This is an optimization exercise on Yosys and OpenROAD, whose aim is a short achievable clock period and few clock cycles, not a production implementation.
The RTL was checked by simulation tests, not by an equivalence proof against the original design.
Power is estimated from default activity; no workload was simulated.

[design/flow/config.mk]
export PLATFORM = sky130hd
export DESIGN_NAME = RV32I_CORE
export DESIGN_NICKNAME = RV32I_CORE
export VERILOG_FILES = /design/flow/design.v
export SDC_FILE = /design/flow/constraint.sdc
export NUM_CORES = 4
export LEC_CHECK = 0
export CAP_MARGIN = 20
export CORE_MARGIN = 2
export CORE_UTILIZATION = 40
export SLEW_MARGIN = 20
[design/flow/constraint.sdc]
create_clock -name core_clock -period 12.0 [get_ports {clk}]
set_input_delay 2.4000 -clock core_clock [delete_from_list [all_inputs] [get_ports {clk}]]
set_output_delay 2.4000 -clock core_clock [all_outputs]
set_load 0.01 [all_outputs]
[design/flow/design.v]
`timescale 1ns / 1ps
module MUX21(mux_sel_i, in_1, in_2, out);
	input          mux_sel_i;
	input [31:0]   in_1;
	input [31:0]   in_2;
	output [31:0]  out;
	assign         out = (mux_sel_i==1'b0)?in_1:in_2;
endmodule
`timescale 1ns / 1ps
module MUX41 (
    mux_sel_i, 
    in_1, in_2, in_3, in_4,
    out
);
    input   [1:0]   mux_sel_i;
    input   [31:0]  in_1, in_2, in_3, in_4;
    output  [31:0]  out;
    assign  out =   (mux_sel_i == 2'b00) ? in_1 :
                    (mux_sel_i == 2'b01) ? in_2 :
                    (mux_sel_i == 2'b10) ? in_3 :
                    (mux_sel_i == 2'b11) ? in_4: 32'b0;
endmodule
`timescale 1ns / 1ps
module ALU (A, B, alu_sel_i, alu_result_o);
	input [3:0]        alu_sel_i;
	input [31:0]       A, B;
	output reg [31:0]  alu_result_o;
	always @(*) begin
		case(alu_sel_i)
			4'b0000: alu_result_o = A & B;
			4'b0001: alu_result_o = A | B;
			4'b0010: alu_result_o = A + B;
			4'b0011: alu_result_o = A - B;
			4'b0100: alu_result_o = ($signed(A) < $signed(B))?32'd1:32'd0;
			4'b0101: alu_result_o = !(A|B);
			4'b0110: alu_result_o = B << 12;
			4'b0111: alu_result_o = A ^ B;
			4'b1000: alu_result_o = A << B[4:0];
			4'b1001: alu_result_o = A >> B[4:0]; 
			4'b1010: alu_result_o = A + (B << 12);  
			4'b1011: alu_result_o = ($unsigned(A) < $unsigned(B))?32'd1:32'd0;
			4'b1100: begin
			     if (A[31] == 1'b0)
                    alu_result_o = A >> B[4:0];
                 else
                    alu_result_o = ~((~A) >> B[4:0]);  
			end
			default: alu_result_o = 0;
		endcase
	end
endmodule
`timescale 1ns / 1ps
module IMM_GEN(
    inst_i,
    imm_sel_i,
    imm_data_o
);
	input [31:0]   inst_i;
	input [2:0]    imm_sel_i;
	output [31:0]  imm_data_o;
	reg [31:0]     imm_reg;
	always @(*) begin
        case (imm_sel_i)
            3'b000: imm_reg = {{21{inst_i[31]}}, inst_i[30:20]};
            3'b001: imm_reg = {{12{inst_i[31]}}, inst_i[19:12], inst_i[20], inst_i[30:21], 1'b0};
            3'b010: imm_reg = {{21{inst_i[31]}}, inst_i[30:25], inst_i[11:7]};
            3'b011: imm_reg = {12'b0, inst_i[31:12]};
            3'b100: imm_reg = {{20{inst_i[31]}}, inst_i[7], inst_i[30:25], inst_i[11:8] ,1'b0};
            default: imm_reg = 32'b0;
        endcase
	end
	assign imm_data_o = imm_reg;
endmodule
`timescale 1ns / 1ps
module CONTROLLER(
    br_eq_i,
    br_lt_i,
    br_ge_i,
	inst_i,
	pc_sel_o,
	reg_we_o,
	br_un_o,
	a_sel_o,
	b_sel_o,
	mem_we_o,
	mem_re_o,
	wb_sel_o,
	imm_sel_o,
	alu_sel_o
);
    input          br_eq_i, br_lt_i, br_ge_i;
	input  [31:0]  inst_i;
	output reg     pc_sel_o;
	output         reg_we_o, a_sel_o, b_sel_o, mem_we_o, mem_re_o, br_un_o;
	output [1:0]   wb_sel_o;
	output reg [2:0]   imm_sel_o;
	output reg [3:0]   alu_sel_o;
	localparam R_type        = 7'b0110011;
    localparam I_type        = 7'b0010011;
    localparam I_type_load   = 7'b0000011;
    localparam I_type_jalr   = 7'b1100111;
    localparam S_type        = 7'b0100011;
    localparam B_type        = 7'b1100011;
    localparam J_type        = 7'b1101111;
    localparam U_type_lui    = 7'b0110111;
    localparam U_type_auipc  = 7'b0010111;
    localparam ALU_AND          = 4'b0000;
    localparam ALU_OR           = 4'b0001;
    localparam ALU_ADD          = 4'b0010;
    localparam ALU_SUB          = 4'b0011;
    localparam ALU_SLT          = 4'b0100;
    localparam ALU_NOR          = 4'b0101;
    localparam ALU_SL12         = 4'b0110;
    localparam ALU_XOR          = 4'b0111;
    localparam ALU_A_SL_B       = 4'b1000;
    localparam ALU_A_SR_B       = 4'b1001;
    localparam ALU_A_PLUS_B_SL  = 4'b1010;
    localparam ALU_SLTU         = 4'b1011;
    localparam ALU_SRA          = 4'b1100;
    localparam ALU_NO_OP        = 4'b1111;
	wire [6:0]     opcode;
	wire [2:0]     funct3;
	wire [6:0]     funct7;
	wire [4:0]     rd;
    assign opcode = inst_i[6:0];
    assign funct3 = inst_i[14:12];
    assign funct7 = inst_i[31:25];
    assign rd     = inst_i[11:7];
    assign reg_we_o = ((rd != 5'b0) && ((opcode == R_type) || (opcode == I_type) || (opcode == I_type_load) || 
                       (opcode == I_type_jalr) || (opcode == J_type) || (opcode == U_type_lui) || (opcode == U_type_auipc))) ? 1'b1 : 1'b0;
    assign a_sel_o = (opcode == B_type || opcode == J_type || opcode == U_type_auipc) ? 1'b1 : 1'b0;
    assign b_sel_o = (opcode == R_type) ? 1'b0 : 1'b1;
    assign mem_we_o = (opcode == S_type) ? 1'b1 : 1'b0;
    assign mem_re_o = (opcode == I_type_load) ? 1'b1 : 1'b0;
    assign wb_sel_o = (opcode == I_type_load)?2'b00:(opcode == R_type || opcode == I_type || opcode == U_type_lui || opcode == U_type_auipc)?2'b01:
                      (opcode == J_type || opcode == I_type_jalr) ? 2'b10 : 2'b11;
    assign br_un_o = ((opcode == B_type) && ((funct3 == 3'b110) || (funct3 == 3'b111))) ? 1'b1 : 1'b0;  
    always @(*) begin
        case(opcode)
            B_type: case(funct3)
                3'b000: pc_sel_o =  br_eq_i ;    
                3'b001: pc_sel_o = !br_eq_i ;    
                3'b100: pc_sel_o =  br_lt_i ;    
                3'b101: pc_sel_o =  br_ge_i ;    
                3'b110: pc_sel_o =  br_lt_i ;    
                3'b111: pc_sel_o = !br_lt_i ;    
                default: pc_sel_o = 1'b0;
            endcase
            J_type, I_type_jalr:
                pc_sel_o = 1'b1;
            default:
                pc_sel_o = 1'b0;
        endcase
    end
    always @(*) begin
        case(opcode)
            I_type, I_type_load, I_type_jalr:
                imm_sel_o = 3'b000;
            S_type:
                imm_sel_o = 3'b010;
            B_type:
                imm_sel_o = 3'b100;
            J_type:
                imm_sel_o = 3'b001;
            U_type_auipc, U_type_lui:
                imm_sel_o = 3'b011;  
            default:
                imm_sel_o = 3'b111;
        endcase
    end
    always @(*) begin
		case(opcode)
				R_type: case(funct3)
				    3'b000: case(funct7)
				        7'b0000000: alu_sel_o = ALU_ADD;  
				        7'b0100000: alu_sel_o = ALU_SUB;  
				        default:    alu_sel_o = ALU_NO_OP; 
				    endcase
				    3'b001:         alu_sel_o = ALU_A_SL_B;  
				    3'b010:         alu_sel_o = ALU_SLT;  
				    3'b011:         alu_sel_o = ALU_SLTU;  
				    3'b100:         alu_sel_o = ALU_XOR;  
				    3'b101: case(funct7)
				        7'b0000000: alu_sel_o = ALU_A_SR_B;  
				        7'b0100000: alu_sel_o = ALU_SRA;  
				        default:    alu_sel_o = ALU_NO_OP; 
				    endcase
				    3'b110:         alu_sel_o = ALU_OR;  
				    3'b111:         alu_sel_o = ALU_AND;  
				endcase
				I_type:     case(funct3)
				    3'b000:         alu_sel_o = ALU_ADD;  
				    3'b001:         alu_sel_o = ALU_A_SL_B;  
				    3'b010:         alu_sel_o = ALU_SLT;  
				    3'b011:         alu_sel_o = ALU_SLTU;  
				    3'b100:         alu_sel_o = ALU_XOR;  
				    3'b101: case(inst_i[31:25])  
				        7'b0000000: alu_sel_o = ALU_A_SR_B;  
				        7'b0100000: alu_sel_o = ALU_SRA;  
				        default:    alu_sel_o = ALU_NO_OP; 
				            endcase
				    3'b110:         alu_sel_o = ALU_OR;  
				    3'b111:         alu_sel_o = ALU_AND;  
				endcase
				S_type, B_type, I_type_load, J_type, I_type_jalr: 
				    alu_sel_o = ALU_ADD;
				U_type_lui:
				    alu_sel_o = ALU_SL12;  
				U_type_auipc:
				    alu_sel_o = ALU_A_PLUS_B_SL;  
				default:
					alu_sel_o = ALU_NO_OP; 
		endcase
	end
endmodule
`timescale 1ns / 1ps
module REG_FILE(
    clk,
    rst_n,
    reg_we_i,
    addr_d_i,
    data_d_i,
    addr_a_i,
    addr_b_i,
    data_a_o,
    data_b_o
);
	input          clk, rst_n;
	input          reg_we_i;
	input [4:0]    addr_a_i, addr_b_i, addr_d_i;
	input [31:0]   data_d_i;
	output [31:0]  data_a_o;
	output [31:0]  data_b_o;
	reg [31:0]     reg_32x32 [31:0];
	integer i;
 	always @(negedge clk or negedge rst_n) begin
        if(!rst_n) begin
            for(i = 0; i < 32; i = i + 1)
                reg_32x32[i] <= 32'b0;
        end
        else if(reg_we_i && (addr_d_i!=5'b0)) begin
            reg_32x32[addr_d_i] <= data_d_i;
        end 
    end
	assign data_a_o = reg_32x32[addr_a_i];
	assign data_b_o = reg_32x32[addr_b_i];
endmodule
`timescale 1ns / 1ps
module FOWARDING_UNIT(
    id_rs1_i,
    id_rs2_i,
    ex_rs1_i, 
    ex_rs2_i, 
    ma_rd_i, 
    wb_rd_i,
    ex_rd_i,
    ex_reg_we_i,
    ma_reg_we_i,
    wb_reg_we_i,
    alu_sel_a_o, 
    alu_sel_b_o,
    br_sel_a_o,
    br_sel_b_o
);
    input [4:0]     id_rs1_i, id_rs2_i, ex_rs1_i, ex_rs2_i, ex_rd_i, ma_rd_i, wb_rd_i;
    input           ex_reg_we_i, ma_reg_we_i, wb_reg_we_i;
    output [1:0]    alu_sel_a_o, alu_sel_b_o;
    output [1:0]    br_sel_a_o, br_sel_b_o;
    assign alu_sel_a_o  =   (ma_reg_we_i && (ex_rs1_i == ma_rd_i)) ? 2'b01 :
                            (wb_reg_we_i && (ex_rs1_i == wb_rd_i)) ? 2'b10 : 2'b00; 
    assign alu_sel_b_o  =   (ma_reg_we_i && (ex_rs2_i == ma_rd_i)) ? 2'b01 : 
                            (wb_reg_we_i && (ex_rs2_i == wb_rd_i)) ? 2'b10 : 2'b00;  
    assign br_sel_a_o   =   (ex_reg_we_i && (id_rs1_i == ex_rd_i)) ? 2'b01 : 
                            (ma_reg_we_i && (id_rs1_i == ma_rd_i)) ? 2'b10 :
                            (wb_reg_we_i && (id_rs1_i == wb_rd_i)) ? 2'b11 : 2'b00;
    assign br_sel_b_o   =   (ex_reg_we_i && (id_rs2_i == ex_rd_i)) ? 2'b01 :
                            (ma_reg_we_i && (id_rs2_i == ma_rd_i)) ? 2'b10 :
                            (wb_reg_we_i && (id_rs2_i == wb_rd_i)) ? 2'b11 : 2'b00;                            
endmodule
`timescale 1ns / 1ps
module HAZARD_HANDLER(
    id_opcode_i,
    ex_opcode_i,
    ma_opcode_i,
    ex_reg_we_i,
    ma_reg_we_i,
    id_rs1_i,
    id_rs2_i,
    ex_rd_i,
    ma_rd_i,
    id_stall_load_o,
    ex_flush_load_o
);
    input [6:0]     id_opcode_i, ex_opcode_i, ma_opcode_i;
    input           ex_reg_we_i, ma_reg_we_i;
    input [4:0]     id_rs1_i, id_rs2_i, ex_rd_i, ma_rd_i;
    output          id_stall_load_o, ex_flush_load_o;
    wire            load_hazard, load_detect, br_detect, load_hz_ex, load_hz_ma;
    assign load_detect  = (ex_opcode_i==7'b0000011)||(ma_opcode_i==7'b0000011) ? 1'b1 : 1'b0;
    assign br_detect    = (id_opcode_i==7'b1100011) ? 1'b1 : 1'b0;
    assign load_hz_ex   = (ex_reg_we_i) && ((id_rs1_i == ex_rd_i) || (id_rs2_i == ex_rd_i)) ? 1'b1 : 1'b0;
    assign load_hz_ma   = (ma_reg_we_i) && ((id_rs1_i == ma_rd_i) || (id_rs2_i == ma_rd_i)) ? 1'b1 : 1'b0;
    assign load_hazard  = (load_detect && (load_hz_ex || (load_hz_ma && br_detect))) ? 1'b1 : 1'b0;
    assign id_stall_load_o = load_hazard;
    assign ex_flush_load_o = load_hazard;
endmodule
`timescale 1ns / 1ps
module IF_STAGE (
    clk             ,
    rst_n           ,
    local_stall_i   ,  
    flush_i         ,
    pc_sel_i        ,
    alu_i           ,
    imem_addr_o     ,
    imem_data_i     ,
    inst_o          ,
    pc_o            ,
    pc4_o
);
    input               clk, rst_n;
    input               local_stall_i, flush_i;
    input               pc_sel_i;
    input  [31:0]       alu_i;
    input  [31:0]       imem_data_i;
    output [31:0]       imem_addr_o;
    output reg [31:0]   inst_o, pc_o, pc4_o;
	wire   [31:0]       pc_next, pc4_cur, inst;          
	reg    [31:0]       pc_cur;
    assign  imem_addr_o  = pc_cur;
    assign  inst         = imem_data_i;
    assign  pc4_cur = pc_cur + 32'd4;
    assign  pc_next = (pc_sel_i) ? alu_i : pc4_cur;
    always @(posedge clk or negedge rst_n) begin
		if(!rst_n)
			pc_cur <= 32'b0;
	    else begin
            if(local_stall_i)  
                pc_cur <= pc_cur;
            else
                pc_cur <= pc_next;
        end
	end                
    always @(posedge clk or negedge rst_n) begin
        if(!rst_n) begin
            pc_o    <= 32'b0;
            inst_o  <= 32'b0;
            pc4_o   <= 32'b0;
        end
        else if (flush_i) begin
            pc_o    <= 32'b0;
            inst_o  <= 32'b0;
            pc4_o   <= 32'b0;
        end
        else if (local_stall_i) begin  
            pc_o    <= pc_o;
            inst_o  <= inst_o;
            pc4_o   <= pc4_o;
        end
        else begin
            pc_o    <= pc_cur;
            inst_o  <= inst;
            pc4_o   <= pc4_cur;
        end 
    end  
endmodule
`timescale 1ns / 1ps
module ID_STAGE (
    clk,
    rst_n,
    flush_i,
    inst_i,
    pc_i,
    pc4_i,
    reg_we_i,
    addr_d_i,
    data_d_i,
    fwd_br_sel_a_i,
    fwd_br_sel_b_i,
    ex_alu_result_i,
    ma_alu_result_i,
    wb_result_i,
    pc_o,
    pc4_o, 
    data_a_o,
    data_b_o,
    imm_o,    
    addr_a_o,
    addr_b_o, 
    addr_d_o,
    reg_we_o, 
    a_sel_o, 
    b_sel_o, 
    mem_we_o,
    mem_re_o,
    alu_sel_o,
    wb_sel_o,
    funct3_o,
    opcode_o,
    opcode_cur_o,
    addr_a_cur_o,
    addr_b_cur_o,
    pc_sel_o
);
    input               clk, rst_n;
    input               flush_i;
    input [31:0]        inst_i, pc_i, pc4_i;
    input               reg_we_i;
    input [4:0]         addr_d_i;
    input [31:0]        data_d_i;
    input [1:0]         fwd_br_sel_a_i, fwd_br_sel_b_i;
    input [31:0]        ex_alu_result_i, ma_alu_result_i, wb_result_i; 
    output reg [31:0]   pc_o, pc4_o, data_a_o, data_b_o, imm_o;    
    output [4:0]        addr_a_cur_o, addr_b_cur_o;
    output reg [4:0]    addr_a_o, addr_b_o, addr_d_o;
    output reg          pc_sel_o, reg_we_o, a_sel_o, b_sel_o, mem_we_o, mem_re_o;
    output reg [3:0]    alu_sel_o;
    output reg [1:0]    wb_sel_o;
    output reg [2:0]    funct3_o;
    output reg [6:0]    opcode_o;
    output [6:0]        opcode_cur_o;
    reg    [4:0]        addr_a, addr_b;  
    wire   [4:0]        addr_d;
    wire   [31:0]       reg_data_a, br_data_a, reg_data_b, br_data_b;
    wire                pc_sel, reg_we, a_sel, b_sel, mem_we, mem_re,
                        br_un, br_eq, br_lt, br_ge;               
    wire   [2:0]        imm_sel;
    wire   [1:0]        wb_sel;
    wire   [3:0]        alu_sel;
    wire   [31:0]       imm_data;
    assign  addr_d = inst_i[11:7];
    assign  addr_a_cur_o = addr_a;
    assign  addr_b_cur_o = addr_b;
    assign  opcode_cur_o = inst_i[6:0];
    assign br_eq = (br_data_a == br_data_b);
    assign br_lt = br_un ? (br_data_a < br_data_b) : ($signed(br_data_a) < $signed(br_data_b));
    assign br_ge = ~br_lt;
    always @(*) begin
        case (inst_i[6:0])
            7'b0110011: begin  
                addr_a = inst_i[19:15];
                addr_b = inst_i[24:20];
            end
            7'b0010011: begin  
                addr_a = inst_i[19:15];
                addr_b = 5'b0;
            end
            7'b0000011: begin  
                addr_a = inst_i[19:15];
                addr_b = 5'b0;
            end
            7'b1100111: begin  
                addr_a = inst_i[19:15];
                addr_b = 5'b0;
            end
            7'b0100011: begin  
                addr_a = inst_i[19:15];
                addr_b = inst_i[24:20];
            end
            7'b1100011: begin  
                addr_a = inst_i[19:15];
                addr_b = inst_i[24:20];
            end
            default: begin
                addr_a = 5'b0;
                addr_b = 5'b0;
            end
        endcase
    end
    REG_FILE    ID_REG_32x32(
                            .clk            ( clk           ),
                            .rst_n          ( rst_n         ),
                            .reg_we_i       ( reg_we_i      ), 
                            .addr_d_i       ( addr_d_i      ), 
                            .data_d_i       ( data_d_i      ), 
                            .addr_a_i       ( addr_a        ),
                            .addr_b_i       ( addr_b        ), 
                            .data_a_o       ( reg_data_a    ), 
                            .data_b_o       ( reg_data_b    )
                        );
    CONTROLLER  ID_CTRL(
                            .br_eq_i        ( br_eq         ), 
                            .br_lt_i        ( br_lt         ), 
                            .br_ge_i        ( br_ge         ),
                            .inst_i         ( inst_i        ), 
                            .pc_sel_o       ( pc_sel        ), 
                            .reg_we_o       ( reg_we        ),
                            .br_un_o        ( br_un         ), 
                            .a_sel_o        ( a_sel         ), 
                            .b_sel_o        ( b_sel         ), 
                            .mem_we_o       ( mem_we        ), 
                            .mem_re_o       ( mem_re        ),
                            .alu_sel_o      ( alu_sel       ), 
                            .imm_sel_o      ( imm_sel       ),
                            .wb_sel_o       ( wb_sel        )
                    );
    MUX41       ID_MUX41A   (  
                            .mux_sel_i      ( fwd_br_sel_a_i    ),
                            .in_1           ( reg_data_a        ),
                            .in_2           ( ex_alu_result_i   ),
                            .in_3           ( ma_alu_result_i   ),
                            .in_4           ( wb_result_i       ),
                            .out            ( br_data_a         )
                            );
    MUX41       ID_MUX41B   (  
                            .mux_sel_i      ( fwd_br_sel_b_i    ),
                            .in_1           ( reg_data_b        ),
                            .in_2           ( ex_alu_result_i   ),
                            .in_3           ( ma_alu_result_i   ),
                            .in_4           ( wb_result_i       ),
                            .out            ( br_data_b         )
                            );
    IMM_GEN     ID_IMM_GEN  (
                            .inst_i         ( inst_i            ),
                            .imm_sel_i      ( imm_sel           ),
                            .imm_data_o     ( imm_data          )
                            );
    always @(posedge clk or negedge rst_n) begin
        if(!rst_n) begin
            pc_o        <= 32'b0;
            pc4_o       <= 32'b0;
            data_a_o    <= 32'b0;
            data_b_o    <= 32'b0;
            addr_a_o    <= 5'b0;
            addr_b_o    <= 5'b0;
            addr_d_o    <= 5'b0;
            imm_o       <= 32'b0;
            pc_sel_o    <= 1'b0;
            reg_we_o    <= 1'b0;
            a_sel_o     <= 1'b0;
            b_sel_o     <= 1'b0;
            alu_sel_o   <= 4'b0;
            mem_we_o    <= 1'b0;
            mem_re_o    <= 1'b0;
            wb_sel_o    <= 2'b0;
            funct3_o    <= 3'b0;
            opcode_o    <= 7'b0;
        end
        else if(flush_i) begin
            pc_o        <= 32'b0;
            pc4_o       <= 32'b0;
            data_a_o    <= 32'b0;
            data_b_o    <= 32'b0;
            addr_a_o    <= 5'b0;
            addr_b_o    <= 5'b0;
            addr_d_o    <= 5'b0;
            imm_o       <= 32'b0;
            pc_sel_o    <= 1'b0;
            reg_we_o    <= 1'b0;
            a_sel_o     <= 1'b0;
            b_sel_o     <= 1'b0;
            alu_sel_o   <= 4'b0;
            mem_we_o    <= 1'b0;
            mem_re_o    <= 1'b0;
            wb_sel_o    <= 2'b0;
            funct3_o    <= 3'b0;
            opcode_o    <= 7'b0;
        end
        else begin
            pc_o        <= pc_i;
            pc4_o       <= pc4_i;
            data_a_o    <= reg_data_a;
            data_b_o    <= reg_data_b;
            addr_a_o    <= addr_a;
            addr_b_o    <= addr_b;
            addr_d_o    <= addr_d;
            imm_o       <= imm_data;
            pc_sel_o    <= pc_sel;
            reg_we_o    <= reg_we;
            a_sel_o     <= a_sel;
            b_sel_o     <= b_sel;
            alu_sel_o   <= alu_sel;
            mem_we_o    <= mem_we;
            mem_re_o    <= mem_re;
            wb_sel_o    <= wb_sel;
            funct3_o    <= inst_i[14:12];
            opcode_o    <= inst_i[6:0];
        end
    end
endmodule
`timescale 1ns / 1ps
module EX_STAGE(
    clk,
    rst_n,
    flush_i,
    pc_i,
    pc4_i,
    data_a_i,
    data_b_i, 
    imm_i, 
    ma_alu_result_i,
    wb_data_wb_i,
    addr_d_i,
    reg_we_i,
    a_sel_i,
    b_sel_i,
    mem_we_i, 
    mem_re_i,  
    alu_sel_i,
    wb_sel_i,
    funct3_i,
    fwd_sel_a_i,
    fwd_sel_b_i,
    opcode_i,
    reg_we_o,
    mem_we_o,
    mem_re_o,
    wb_sel_o,
    funct3_o,
    alu_result_o,
    ex_alu_result_o,
    data_b_o,
    pc_o,
    pc4_o,
    addr_d_o,
    opcode_o
);
    input               clk, rst_n, flush_i;
    input [31:0]        pc_i, pc4_i,
                        data_a_i, data_b_i, 
                        imm_i, ma_alu_result_i, wb_data_wb_i;
    input [ 4:0]        addr_d_i;
    input               reg_we_i, a_sel_i, b_sel_i, mem_we_i, mem_re_i;
    input [ 3:0]        alu_sel_i;
    input [ 2:0]        funct3_i;
    input [ 1:0]        wb_sel_i, fwd_sel_a_i, fwd_sel_b_i;
    input [ 6:0]        opcode_i;
    output reg           reg_we_o, mem_we_o, mem_re_o;
    output reg  [ 1:0]   wb_sel_o;
    output reg  [ 2:0]   funct3_o;
    output reg  [31:0]   alu_result_o, pc_o, pc4_o;
    output      [31:0]   ex_alu_result_o;
    output reg  [31:0]   data_b_o;
    output reg  [ 4:0]   addr_d_o;
    output reg  [ 6:0]   opcode_o;
    wire   [31:0]   alu_in_a, 
                    alu_in_b, 
                    alu_result,
                    fwd_data_a, 
                    fwd_data_b;
    assign          ex_alu_result_o = alu_result;
    MUX41   EX_MUX41_A(
                        .mux_sel_i      ( fwd_sel_a_i    ), 
                        .in_1           ( data_a_i       ), 
                        .in_2           ( ma_alu_result_i), 
                        .in_3           ( wb_data_wb_i   ), 
                        .in_4           ( 32'b0          ),
                        .out            ( fwd_data_a     )
                    );
    MUX41   EX_MUX41_B(
                        .mux_sel_i      ( fwd_sel_b_i    ), 
                        .in_1           ( data_b_i       ), 
                        .in_2           ( ma_alu_result_i), 
                        .in_3           ( wb_data_wb_i   ),
                        .in_4           ( 32'b0          ),
                        .out            ( fwd_data_b     )
                    );
    MUX21   EX_MUX21_A(
                        .mux_sel_i      ( a_sel_i    ), 
                        .in_1           ( fwd_data_a ), 
                        .in_2           ( pc_i       ), 
                        .out            ( alu_in_a   )
                    );
    MUX21   EX_MUX21_B(
                        .mux_sel_i      ( b_sel_i    ), 
                        .in_1           ( fwd_data_b ), 
                        .in_2           ( imm_i      ), 
                        .out            ( alu_in_b   )
                    );
    ALU     EX_ALU  (
                        .A              ( alu_in_a   ), 
                        .B              ( alu_in_b   ), 
                        .alu_sel_i      ( alu_sel_i  ), 
                        .alu_result_o   ( alu_result )
                    );
    always @(posedge clk or negedge rst_n) begin
        if(!rst_n) begin
            addr_d_o        <=  5'b0;
            reg_we_o        <=  1'b0;
            mem_we_o        <=  1'b0;
            mem_re_o        <=  1'b0;
            wb_sel_o        <=  2'b0;
            funct3_o        <=  3'b0;
            alu_result_o    <= 32'b0;
            data_b_o        <= 32'b0;
            pc4_o           <= 32'b0;
            pc_o            <= 32'b0;
            opcode_o        <=  7'b0;
        end
        else if(flush_i) begin
            addr_d_o        <=  5'b0;
            reg_we_o        <=  1'b0;
            mem_we_o        <=  1'b0;
            mem_re_o        <=  1'b0;
            wb_sel_o        <=  2'b0;
            funct3_o        <=  3'b0;
            alu_result_o    <= 32'b0;
            data_b_o        <= 32'b0;
            pc4_o           <= 32'b0;
            pc_o            <= 32'b0;
            opcode_o        <=  7'b0;
        end
        else begin
            addr_d_o        <= addr_d_i;
            reg_we_o        <= reg_we_i;
            mem_we_o        <= mem_we_i;
            mem_re_o        <= mem_re_i;
            wb_sel_o        <= wb_sel_i;
            funct3_o        <= funct3_i;
            alu_result_o    <= alu_result;
            data_b_o        <= fwd_data_b;
            pc4_o           <= pc4_i;        
            pc_o            <= pc_i; 
            opcode_o        <= opcode_i;                       
        end
    end
endmodule
`timescale 1ns / 1ps
module MA_STAGE (
    clk,
    rst_n,
    reg_we_i,
    mem_we_i,
    mem_re_i,
    wb_sel_i,
    funct3_i,
    alu_result_i,
    data_w_i,
    pc4_i,
    addr_d_i,
    opcode_i,
    reg_we_o,
    wb_sel_o,
    alu_result_o,
    data_r_o,
    pc4_o,
    addr_d_o,
    dmem_addr_o,
    dmem_wdata_o,
    dmem_wstrb_o,
    dmem_re_o,
    dmem_rdata_i
);
    input           clk; 
    input           rst_n;
    input           reg_we_i, mem_we_i, mem_re_i;
    input [1:0]     wb_sel_i;
    input [2:0]     funct3_i;
    input [31:0]    alu_result_i;
    input [31:0]    data_w_i;
    input [31:0]    pc4_i;
    input [4:0]     addr_d_i;
    input [6:0]     opcode_i;
    output reg           reg_we_o;
    output reg [1:0]     wb_sel_o;
    output reg [31:0]    data_r_o;
    output reg [31:0]    alu_result_o;
    output reg [31:0]    pc4_o;
    output reg [4:0]     addr_d_o;
    output [31:0]        dmem_addr_o;
    output reg [31:0]    dmem_wdata_o;
    output reg [3:0]     dmem_wstrb_o;
    output               dmem_re_o;
    input  [31:0]        dmem_rdata_i;
    wire            lw_sw;
    wire [1:0]      byte_offset;
    reg  [1:0]      byte_offset_r;
    reg  [2:0]      funct3_r;
    wire [31:0]     raw_read_data;
    assign lw_sw        = (opcode_i == 7'b0000011 || opcode_i ==  7'b0100011) ? 1'b1 : 1'b0;
    assign dmem_addr_o  = lw_sw ? alu_result_i : 32'b0;
    assign dmem_re_o    = lw_sw ? mem_re_i : 1'b0;
    assign byte_offset  = alu_result_i[1:0];
    assign raw_read_data = dmem_rdata_i;
    always @(*) begin
        dmem_wdata_o = 32'b0;
        dmem_wstrb_o = 4'b0;
        if (lw_sw && mem_we_i) begin
            case(funct3_i)
                3'b000: begin  
                    dmem_wdata_o = {4{data_w_i[7:0]}};
                    case(byte_offset)
                        2'b00: dmem_wstrb_o = 4'b0001;
                        2'b01: dmem_wstrb_o = 4'b0010;
                        2'b10: dmem_wstrb_o = 4'b0100;
                        2'b11: dmem_wstrb_o = 4'b1000;
                    endcase      
                end
                3'b001: begin
                    dmem_wdata_o = {2{data_w_i[15:0]}};
                    if (byte_offset[0] == 1'b0)  
                        case(byte_offset[1])
                            1'b0: dmem_wstrb_o = 4'b0011;
                            1'b1: dmem_wstrb_o = 4'b1100;
                        endcase
                end
                3'b010: begin
                    dmem_wdata_o = data_w_i;
                    if(byte_offset == 2'b0)  
                        dmem_wstrb_o = 4'b1111;
                end
                default:;
            endcase
        end
    end
    always @(posedge clk or negedge rst_n) begin
        if(!rst_n) begin
            funct3_r        <= 3'b0;
            byte_offset_r   <= 2'b0;
        end
        else if (dmem_re_o) begin
            funct3_r        <= funct3_i;
            byte_offset_r   <= byte_offset;
        end
    end
    always @(*) begin
        data_r_o = 32'b0;
        case(funct3_r)
            3'b000: begin  
                case(byte_offset_r)
                    2'b00: data_r_o = {{24{raw_read_data[7]}},  raw_read_data[7:0]};  
                    2'b01: data_r_o = {{24{raw_read_data[15]}}, raw_read_data[15:8]};  
                    2'b10: data_r_o = {{24{raw_read_data[23]}}, raw_read_data[23:16]};  
                    2'b11: data_r_o = {{24{raw_read_data[31]}}, raw_read_data[31:24]};  
                endcase
            end
            3'b001: begin  
                if(byte_offset_r[0] == 1'b0) begin
                    case(byte_offset_r[1])
                        1'b0: data_r_o = {{16{raw_read_data[15]}}, raw_read_data[15:0]};
                        1'b1: data_r_o = {{16{raw_read_data[31]}}, raw_read_data[31:16]};
                    endcase
                end
            end
            3'b010: begin  
                if(byte_offset_r == 2'b0)
                    data_r_o = raw_read_data; 
            end  
            3'b100: begin  
                case(byte_offset_r)
                    2'b00: data_r_o = {24'b0, raw_read_data[7:0]};  
                    2'b01: data_r_o = {24'b0, raw_read_data[15:8]};  
                    2'b10: data_r_o = {24'b0, raw_read_data[23:16]};  
                    2'b11: data_r_o = {24'b0, raw_read_data[31:24]};  
                endcase                                                  
            end
            3'b101: begin  
                if(byte_offset_r[0] == 1'b0) begin
                    case(byte_offset_r[1])
                        1'b0: data_r_o = {16'b0, raw_read_data[15:0]};
                        1'b1: data_r_o = {16'b0, raw_read_data[31:16]};
                    endcase
                end
            end
            default:;
        endcase
    end
    always @(posedge clk or negedge rst_n) begin
        if(!rst_n) begin
            reg_we_o    <= 1'b0;
            wb_sel_o    <= 2'b0;
            addr_d_o    <= 5'b0;
            alu_result_o<= 32'b0;
            pc4_o       <= 32'b0;
        end
        else begin
            reg_we_o    <= reg_we_i;
            wb_sel_o    <= wb_sel_i;
            addr_d_o    <= addr_d_i;
            alu_result_o<= alu_result_i;
            pc4_o       <= pc4_i;
        end
    end
endmodule
`timescale 1ns / 1ps
module WB_STAGE(
    wb_sel_i,
    data_r_i,
    alu_result_i,
    pc4_i,
    data_wb_o
);
    input [1:0]         wb_sel_i;
    input [31:0]        data_r_i;
    input [31:0]        alu_result_i;
    input [31:0]        pc4_i;
    output [31:0]       data_wb_o;
    MUX41  U_WB_MUX31(
                        .mux_sel_i  ( wb_sel_i      ), 
                        .in_1       ( data_r_i      ), 
                        .in_2       ( alu_result_i  ), 
                        .in_3       ( pc4_i         ), 
                        .in_4       ( 32'b0         ),
                        .out        ( data_wb_o     )
                    ); 
endmodule
`timescale 1ns / 1ps
module RV32I_CORE (
    clk,
    rst_n,
    imem_addr_o,
    imem_data_i,
    dmem_addr_o,
    dmem_wdata_o,
    dmem_wstrb_o,
    dmem_re_o,
    dmem_rdata_i
);
    input           clk, rst_n;
    output [31:0]   imem_addr_o;
    input  [31:0]   imem_data_i;
    output [31:0]   dmem_addr_o, dmem_wdata_o;
    output [3:0]    dmem_wstrb_o;
    output          dmem_re_o;
    input  [31:0]   dmem_rdata_i;
    wire            if_pc_sel;
    wire [31:0]     id_inst, id_pc, id_pc4;
    wire [4:0]      id_addr_a, id_addr_b;
    wire [6:0]      id_opcode;
    wire            ex_reg_we, ex_a_sel, ex_b_sel, ex_mem_we, ex_mem_re;
    wire [1:0]      ex_wb_sel;
    wire [2:0]      ex_funct3;
    wire [3:0]      ex_alu_sel;
    wire [4:0]      ex_addr_a, ex_addr_b, ex_addr_d;             
    wire [31:0]     ex_pc, ex_pc4, ex_data_a, ex_data_b, ex_imm;
    wire [6:0]      ex_opcode;
    wire            ma_reg_we, ma_mem_we, ma_mem_re;
    wire [1:0]      ma_wb_sel;
    wire [2:0]      ma_funct3;
    wire [4:0]      ma_addr_d;
    wire [31:0]     ma_alu_result, ma_alu_data_b, ma_pc4, ma_pc;
    wire [6:0]      ma_opcode;
    wire            wb_reg_we;
    wire [1:0]      wb_wb_sel;
    wire [4:0]      wb_addr_d;
    wire [31:0]     wb_data_r;
    wire [31:0]     wb_alu_result;
    wire [31:0]     wb_pc4;
    wire [31:0]     wb_data_wb;
    wire [31:0]     ex_alu_result; 
    wire [1:0]      fwd_alu_sel_a, fwd_alu_sel_b;
    wire [1:0]      fwd_br_sel_a, fwd_br_sel_b;
    wire            id_stall_load, id_stall_jmp, id_stall_final;
    wire            id_flush_final, ex_flush_final, ex_flush_load, ma_flush_final;
    assign id_stall_jmp = ( id_inst[6:0] == 7'b1100011 ||    
                            id_inst[6:0] == 7'b1101111 ||    
                            id_inst[6:0] == 7'b1100111       
                          ) ? 1'b1 : 1'b0;
    assign id_stall_final   = (id_stall_jmp || id_stall_load);
    assign id_flush_final   = ((id_stall_jmp && !id_stall_load) || if_pc_sel)? 1'b1 : 1'b0;
    assign ex_flush_final   = (ex_flush_load  || if_pc_sel)? 1'b1 : 1'b0;  
    assign ma_flush_final   = 1'b0;
    IF_STAGE    U_IF_STAGE(
                            .clk            ( clk               ),
                            .rst_n          ( rst_n             ),
                            .local_stall_i  ( id_stall_final    ),
                            .flush_i        ( id_flush_final    ),
                            .pc_sel_i       ( if_pc_sel         ),
                            .alu_i          ( ex_alu_result     ),
                            .imem_addr_o    ( imem_addr_o       ),
                            .imem_data_i    ( imem_data_i       ),
                            .inst_o         ( id_inst           ),
                            .pc_o           ( id_pc             ),
                            .pc4_o          ( id_pc4            )
    );    
    ID_STAGE    U_ID_STAGE(
                            .clk            ( clk           ),
                            .rst_n          ( rst_n         ),
                            .flush_i        ( ex_flush_final),
                            .inst_i         ( id_inst       ),
                            .pc_i           ( id_pc         ),
                            .pc4_i          ( id_pc4        ),
                            .reg_we_i       ( wb_reg_we     ),
                            .addr_d_i       ( wb_addr_d     ),
                            .data_d_i       ( wb_data_wb    ),
                            .fwd_br_sel_a_i ( fwd_br_sel_a  ),
                            .fwd_br_sel_b_i ( fwd_br_sel_b  ),
                            .ex_alu_result_i( ex_alu_result ),
                            .ma_alu_result_i( ma_alu_result ),
                            .wb_result_i    ( wb_data_wb    ),
                            .pc_o           ( ex_pc         ),
                            .pc4_o          ( ex_pc4        ), 
                            .data_a_o       ( ex_data_a     ),
                            .data_b_o       ( ex_data_b     ),
                            .imm_o          ( ex_imm        ),    
                            .addr_a_o       ( ex_addr_a     ),  
                            .addr_b_o       ( ex_addr_b     ),  
                            .addr_d_o       ( ex_addr_d     ),
                            .reg_we_o       ( ex_reg_we     ), 
                            .a_sel_o        ( ex_a_sel      ), 
                            .b_sel_o        ( ex_b_sel      ), 
                            .mem_we_o       ( ex_mem_we     ),
                            .mem_re_o       ( ex_mem_re     ), 
                            .alu_sel_o      ( ex_alu_sel    ),
                            .wb_sel_o       ( ex_wb_sel     ),
                            .funct3_o       ( ex_funct3     ),
                            .opcode_o       ( ex_opcode     ),
                            .opcode_cur_o   ( id_opcode     ),
                            .addr_a_cur_o   ( id_addr_a     ), 
                            .addr_b_cur_o   ( id_addr_b     ),
                            .pc_sel_o       ( if_pc_sel     )
                        );
    EX_STAGE    U_EX_STAGE(
                            .clk            ( clk           ),
                            .rst_n          ( rst_n         ),
                            .flush_i        ( ma_flush_final),  
                            .pc_i           ( ex_pc         ),
                            .pc4_i          ( ex_pc4        ),
                            .data_a_i       ( ex_data_a     ),
                            .data_b_i       ( ex_data_b     ), 
                            .imm_i          ( ex_imm        ), 
                            .ma_alu_result_i( ma_alu_result ),
                            .wb_data_wb_i   ( wb_data_wb    ),
                            .addr_d_i       ( ex_addr_d     ),
                            .reg_we_i       ( ex_reg_we     ),
                            .a_sel_i        ( ex_a_sel      ),
                            .b_sel_i        ( ex_b_sel      ),
                            .mem_we_i       ( ex_mem_we     ),   
                            .mem_re_i       ( ex_mem_re     ), 
                            .alu_sel_i      ( ex_alu_sel    ),
                            .wb_sel_i       ( ex_wb_sel     ),
                            .funct3_i       ( ex_funct3     ),
                            .fwd_sel_a_i    ( fwd_alu_sel_a ),
                            .fwd_sel_b_i    ( fwd_alu_sel_b ),
                            .opcode_i       ( ex_opcode     ),
                            .reg_we_o       ( ma_reg_we     ),
                            .mem_we_o       ( ma_mem_we     ),
                            .mem_re_o       ( ma_mem_re     ),
                            .wb_sel_o       ( ma_wb_sel     ),
                            .funct3_o       ( ma_funct3     ),
                            .alu_result_o   ( ma_alu_result ),
                            .ex_alu_result_o( ex_alu_result ),  
                            .data_b_o       ( ma_alu_data_b ),
                            .pc_o           ( ma_pc         ),  
                            .pc4_o          ( ma_pc4        ),
                            .addr_d_o       ( ma_addr_d     ),
                            .opcode_o       ( ma_opcode     )
                        );
    MA_STAGE    U_MA_STAGE (
                            .clk            ( clk           ),
                            .rst_n          ( rst_n         ),
                            .reg_we_i       ( ma_reg_we     ),
                            .mem_we_i       ( ma_mem_we     ),
                            .mem_re_i       ( ma_mem_re     ),
                            .wb_sel_i       ( ma_wb_sel     ),
                            .funct3_i       ( ma_funct3     ),
                            .alu_result_i   ( ma_alu_result ),
                            .data_w_i       ( ma_alu_data_b ),
                            .pc4_i          ( ma_pc4        ),
                            .addr_d_i       ( ma_addr_d     ),  
                            .opcode_i       ( ma_opcode     ),
                            .reg_we_o           ( wb_reg_we     ),
                            .wb_sel_o           ( wb_wb_sel     ),
                            .alu_result_o       ( wb_alu_result ),
                            .data_r_o           ( wb_data_r     ),
                            .pc4_o              ( wb_pc4        ),
                            .addr_d_o           ( wb_addr_d     ),  
                            .dmem_addr_o        ( dmem_addr_o   ),
                            .dmem_wdata_o       ( dmem_wdata_o  ),
                            .dmem_wstrb_o       ( dmem_wstrb_o  ),
                            .dmem_re_o          ( dmem_re_o     ),
                            .dmem_rdata_i       ( dmem_rdata_i  )
                        );
    WB_STAGE U_WB_STAGE(
                            .wb_sel_i       ( wb_wb_sel     ),
                            .data_r_i       ( wb_data_r     ),
                            .alu_result_i   ( wb_alu_result ),
                            .pc4_i          ( wb_pc4        ), 
                            .data_wb_o      ( wb_data_wb    )
                        );
    FOWARDING_UNIT U_FOWARDING_UNIT(
                            .id_rs1_i       ( id_addr_a     ),
                            .id_rs2_i       ( id_addr_b     ),
                            .ex_rs1_i       ( ex_addr_a     ), 
                            .ex_rs2_i       ( ex_addr_b     ), 
                            .ex_rd_i        ( ex_addr_d     ),
                            .ma_rd_i        ( ma_addr_d     ), 
                            .wb_rd_i        ( wb_addr_d     ),
                            .ex_reg_we_i    ( ex_reg_we     ),
                            .ma_reg_we_i    ( ma_reg_we     ),
                            .wb_reg_we_i    ( wb_reg_we     ),
                            .alu_sel_a_o    ( fwd_alu_sel_a ), 
                            .alu_sel_b_o    ( fwd_alu_sel_b ),
                            .br_sel_a_o     ( fwd_br_sel_a  ),
                            .br_sel_b_o     ( fwd_br_sel_b  )
                        );
    HAZARD_HANDLER U_HAZARD_HANDLER(
                            .id_opcode_i    ( id_opcode     ),
                            .ex_opcode_i    ( ex_opcode     ),
                            .ma_opcode_i    ( ma_opcode     ),
                            .ex_reg_we_i    ( ex_reg_we     ),
                            .ma_reg_we_i    ( ma_reg_we     ),
                            .id_rs1_i       ( id_addr_a     ),
                            .id_rs2_i       ( id_addr_b     ),
                            .ex_rd_i        ( ex_addr_d     ),
                            .ma_rd_i        ( ma_addr_d     ),
                            .id_stall_load_o( id_stall_load ),
                            .ex_flush_load_o( ex_flush_load )
                    );
endmodule
[design/flow/run.sh]
#!/bin/bash
# synth_recipe.tcl (not shown) runs the flow's synth.tcl, then flattens the netlist and writes it again
# the make line also repeats each setting of config.mk as NAME=value (left out here)
make -C /OpenROAD-flow-scripts/flow DESIGN_CONFIG=/design/flow/config.mk WORK_HOME=/design/flow/orfs CLKGATE_MAP_FILE= SYNTH_SCRIPT=/design/flow/synth_recipe.tcl finish
==> run summary <==
-- stage by stage --
step | std cells | utilization, % | power, mW | area [um2]
6_report | 12159 | 45.8 | 13.5 | 94800
5_1_grt | 12125 | 45.8 | 13.9 | 94700
4_1_cts | 12121 | 45.8 | 13.4 | 94700
3_5_place_dp | 11811 | 43.0 | 7.98 | 88900
3_3_place_gp | 11810 | 43.0 | 7.94 | 88900
2_1_floorplan | 9376 | - | 7.06 | 83100
-- state kept, by name, summed over array words and instances (netlist names), 7 cells and up --
name and count:
U_EX_STAGE.alu_result_o 32, U_EX_STAGE.data_b_o 32, U_EX_STAGE.opcode_o 7, U_EX_STAGE.pc4_o 32
U_ID_STAGE.ID_REG_32x32.reg_32x32 1024, U_ID_STAGE.data_a_o 32, U_ID_STAGE.data_b_o 32, U_ID_STAGE.imm_o 21
U_ID_STAGE.opcode_o 7, U_ID_STAGE.pc4_o 30, U_ID_STAGE.pc_o 32, U_IF_STAGE.inst_o 32
U_IF_STAGE.pc4_o 30, U_IF_STAGE.pc_cur 32, U_IF_STAGE.pc_o 32, U_MA_STAGE.alu_result_o 32
U_MA_STAGE.pc4_o 32
-- area by class of cell --
type	instances	share of cell area (%)
Tap cell	2704	3.57
Multi-Input combinational cell	6823	43.9
Clock buffer	251	5.27
Antenna cell	37	0.0976
Sequential cell	1527	40.3
Clock inverter	59	0.840
Timing Repair Buffer	604	5.42
Inverter	154	0.614
-- metal layers --
metal  global-route usage (%)  vias to the layer above  part of all wire [%]
li1                         -                    34152                     -
met1                     55.0                    41493                    36
met2                     63.9                     6983                    41
met3                     16.7                     2324                    13
met4                     34.7                       40                   9.9
met5                    0.758                        -                 0.086
-- worst paths after layout --
path                                                                         to
setup reg to reg                                  U_ID_STAGE.pc_sel_o$_DFF_PN0_
max in group asynchronous  U_ID_STAGE.ID_REG_32x32.reg_32x32[31][7]$_DFFE_NN0P_
hold / removal                                 U_EX_STAGE.funct3_o[2]$_DFF_PN0_
hold reg to reg                                U_EX_STAGE.funct3_o[2]$_DFF_PN0_
setup / recovery                                  U_ID_STAGE.pc_sel_o$_DFF_PN0_
min in group asynchronous                      U_ID_STAGE.data_b_o[9]$_DFF_PN0_
-- cell families (layout without fill, tap and decap cells) --
family                   after synthesis  after routing  share of synthesized area [%]
other                                  0             37                              0
XOR/XNOR                             101            101                           1.07
AO/OA/AOI/OAI                       3437           3437                           27.4
buffers and inverters               1026           1068                           4.83
flip-flops                          1527           1527                           46.0
multiplexers                         146            146                           1.97
adder cells (fa/ha/maj)              152            152                           2.32
AND/OR/NAND/NOR                     2987           2987                           16.4
-- power groups by stage --
stage	registers, mW	logic [mW]	clock network (mW)
floorplan	6.16	0.900	0
global placement	6.42	1.52	0
detailed placement	6.44	1.54	0
CTS	6.36	1.55	5.52
global route	6.43	1.71	5.74
finish	6.38	1.57	5.52
-- critical path, delay by kind of cell, from the launching register on --
kind | cells | cell delay (ns)
muxes | 2 | 0.54
AOI/OAI and AO/OA | 12 | 2.88
and+or+nand+nor | 6 | 0.62
xor gates and xnor gates | 1 | 0.09
DFF | 1 | 0.44
adders and majority gates | 1 | 0.31
-- layout by cell type (no fill, tap or decap), types with 32 or more instances in the layout --
| cell type | netlist | layout |
|---|---|---|
| nand2b_1 | 62 | 59 |
| o32a_1 | 56 | 56 |
| clkbuf_1 | 740 | 39 |
| nor3_1 | 89 | 75 |
| a22o_1 | 165 | 165 |
| diode_2 | 0 | 37 |
| xnor2_1 | 70 | 70 |
| mux2_2 | 40 | 40 |
| and2_1 | 213 | 214 |
| and3_1 | 45 | 45 |
| a222oi_1 | 38 | 38 |
| a22oi_1 | 612 | 612 |
| clkbuf_8 | 0 | 40 |
| a21oi_1 | 414 | 413 |
| clkdlybuf4s50_1 | 0 | 165 |
| a21o_1 | 69 | 69 |
| o21a_1 | 32 | 32 |
| nand4_1 | 219 | 219 |
| ha_1 | 149 | 149 |
| nand3_1 | 99 | 99 |
| a31oi_1 | 66 | 65 |
| dfrtp_1 | 503 | 501 |
| o21ai_0 | 1259 | 1256 |
| a221oi_1 | 235 | 235 |
| nor2_1 | 534 | 472 |
| o221ai_1 | 34 | 32 |
| inv_1 | 145 | 144 |
| clkbuf_16 | 0 | 172 |
| a221o_1 | 36 | 36 |
| nand2_1 | 1479 | 1447 |
| o22ai_1 | 41 | 41 |
| dfrtn_1 | 1024 | 1024 |
| buf_4 | 12 | 424 |
| nor4_1 | 34 | 32 |
| mux2i_1 | 94 | 94 |
| o211ai_1 | 81 | 81 |
| nor2_4 | 0 | 58 |
| a211oi_1 | 71 | 71 |
| nor2b_1 | 72 | 67 |
==> results.json <==
{
  "status": "finished clean",
  "drt-pass1-iter-count": 12,
  "die_h_um": 460,
  "antenna_found_initial": 58,
  "num_rows": 167,
  "synth_edf_count": 0,
  "die_w_um": 460,
  "yosys-top-cells-area": "dfrtn_1 (31%), dfrtp_1 (15%), o21ai_0 (7.6%)",
  "cp-start-kind": "register",
  "syn_avg_cell_area_um2": 8.86,
  "hold_path.class": "register to register",
  "required_ns": 12.67,
  "tightest_slew_ns": 1.29,
  "drt-vias-per-instance": 6.99,
  "cp_cell_sequence": "a22o_1 -> a221oi_1 -> nand3_1 -> nor3_1 -> a21oi_1 -> nand2_1 -> o211ai_1 -> o21ai_0 -> mux2_2 -> ha_1 -> nor2b_1 -> o21a_1 -> o21ai_0 -> nand2b_1 -> a21oi_1 -> o21ai_0 -> a221o_1 -> a21oi_1 -> mux2i_1 -> xnor2_1 -> a221oi_1 -> nor3_1",
  "detailedPlace.worstSlack_ns": 0.567,
  "final-setup-viol-count": 0,
  "h-tree-depth": 4,
  "pwr-share-seq_pct": 47.3,
  "internal_power_mw": 9.51,
  "relSlewSlack_pct": 13.6,
  "pwr-share-comb_pct": 11.7,
  "crit_fanout": 3,
  "critical_path.reg2reg.startpoint": "U_ID_STAGE.ID_REG_32x32.reg_32x32[22][1]$_DFFE_NN0P_",
  "yosys.cell_count.top_type": "nand2_1",
  "hpwl_mm": 326,
  "setup_slack_ns": 1.03,
  "routed_wl_mm": 486,
  "synth_area_mm2": 0.0831,
  "worstHoldStart": "U_ID_STAGE.funct3_o[2]$_DFF_PN0_",
  "hold_buffers": 0,
  "cts.sinks": 1527,
  "ios": 167,
  "drv_cap": 0,
  "synth.ff_latch_count": 1527,
  "post_drt_wl_per_cell_um": 40.0,
  "drc": 0,
  "end_kind": "register",
  "ys_async_sr_fraction_pct": 100,
  "ctsResizeCount": 0,
  "drtIter0Drc": 13738,
  "rsz0062_at_grt": "no",
  "grt_pass1_wl_mm": 663,
  "syn_inst": 9376,
  "final_nets": 9497,
  "leakage_nw": 40.9,
  "numCtsBuffers": 169,
  "synth_ff_type": "dfrtn_1",
  "critical_path_class": "register to register",
  "cts_setup_buffers": 0,
  "gr-usage-all-layers_pct": 45.0,
  "hold_depth": 0,
  "regArea_mm2": 0.0382,
  "yosysUniqueCellTypes": 121,
  "hold_viol": 0,
  "dieArea_mm2": 0.211,
  "num_vias": 84992,
  "reg2regPathDepth": 22,
  "fillers": 19964,
  "path_clk_slew_ns": 0.06,
  "regToRegSetupSlack_ns": 1.03,
  "p_sw_mw": 3.96,
  "synth_common_cells": "nand2_1 (1479), o21ai_0 (1259), dfrtn_1 (1024)",
  "first_global_vias": 79829,
  "core_area_mm2": 0.207,
  "cp_slowest_cell": "a21oi_1",
  "clockPowerShare_pct": 41.0,
  "ant_nets": 0,
  "yosys_warnings": 9,
  "finalSetupTns_ns": 0,
  "gp_congestion": 1.04,
  "slowest_delay_ns": 0.91,
  "hold_ws_ns": 0.313,
  "p_sw_share_pct": 29.4,
  "grt-ovfl-total": 0,
  "clk_latency_ns": 0.85,
  "multi_input_area_mm2": 0.0416,
  "synthesis.nets": 9594,
  "vdd_drop_max_mv": 0.156,
  "grt_max_degree": 133,
  "cts-root-buf": "clkbuf_16",
  "cts_tree": "built",
  "synth_top_area_share_pct": 30.8,
  "cts_buffer_depth": 3,
  "skew_ns": 0.132,
  "arrival_ns": 11.64,
  "critPathLaunch": "U_ID_STAGE.ID_REG_32x32.reg_32x32[22][1]$_DFFE_NN0P_",
  "area_growth_pct": 14.2,
  "final_max_slew_viol_count": 0,
  "layout-drive-gt1-share_pct": 10.3,
  "synth_top_area_cell": "dfrtn_1",
  "port_buffers": 166,
  "powerDensity_mw_per_mm2": 142,
  "initial_core_util_pct": 40.2,
  "synth-seq-area-share_pct": 46.0
}
Testbench counts, summed over its fixed seeds: cycles 315,751.
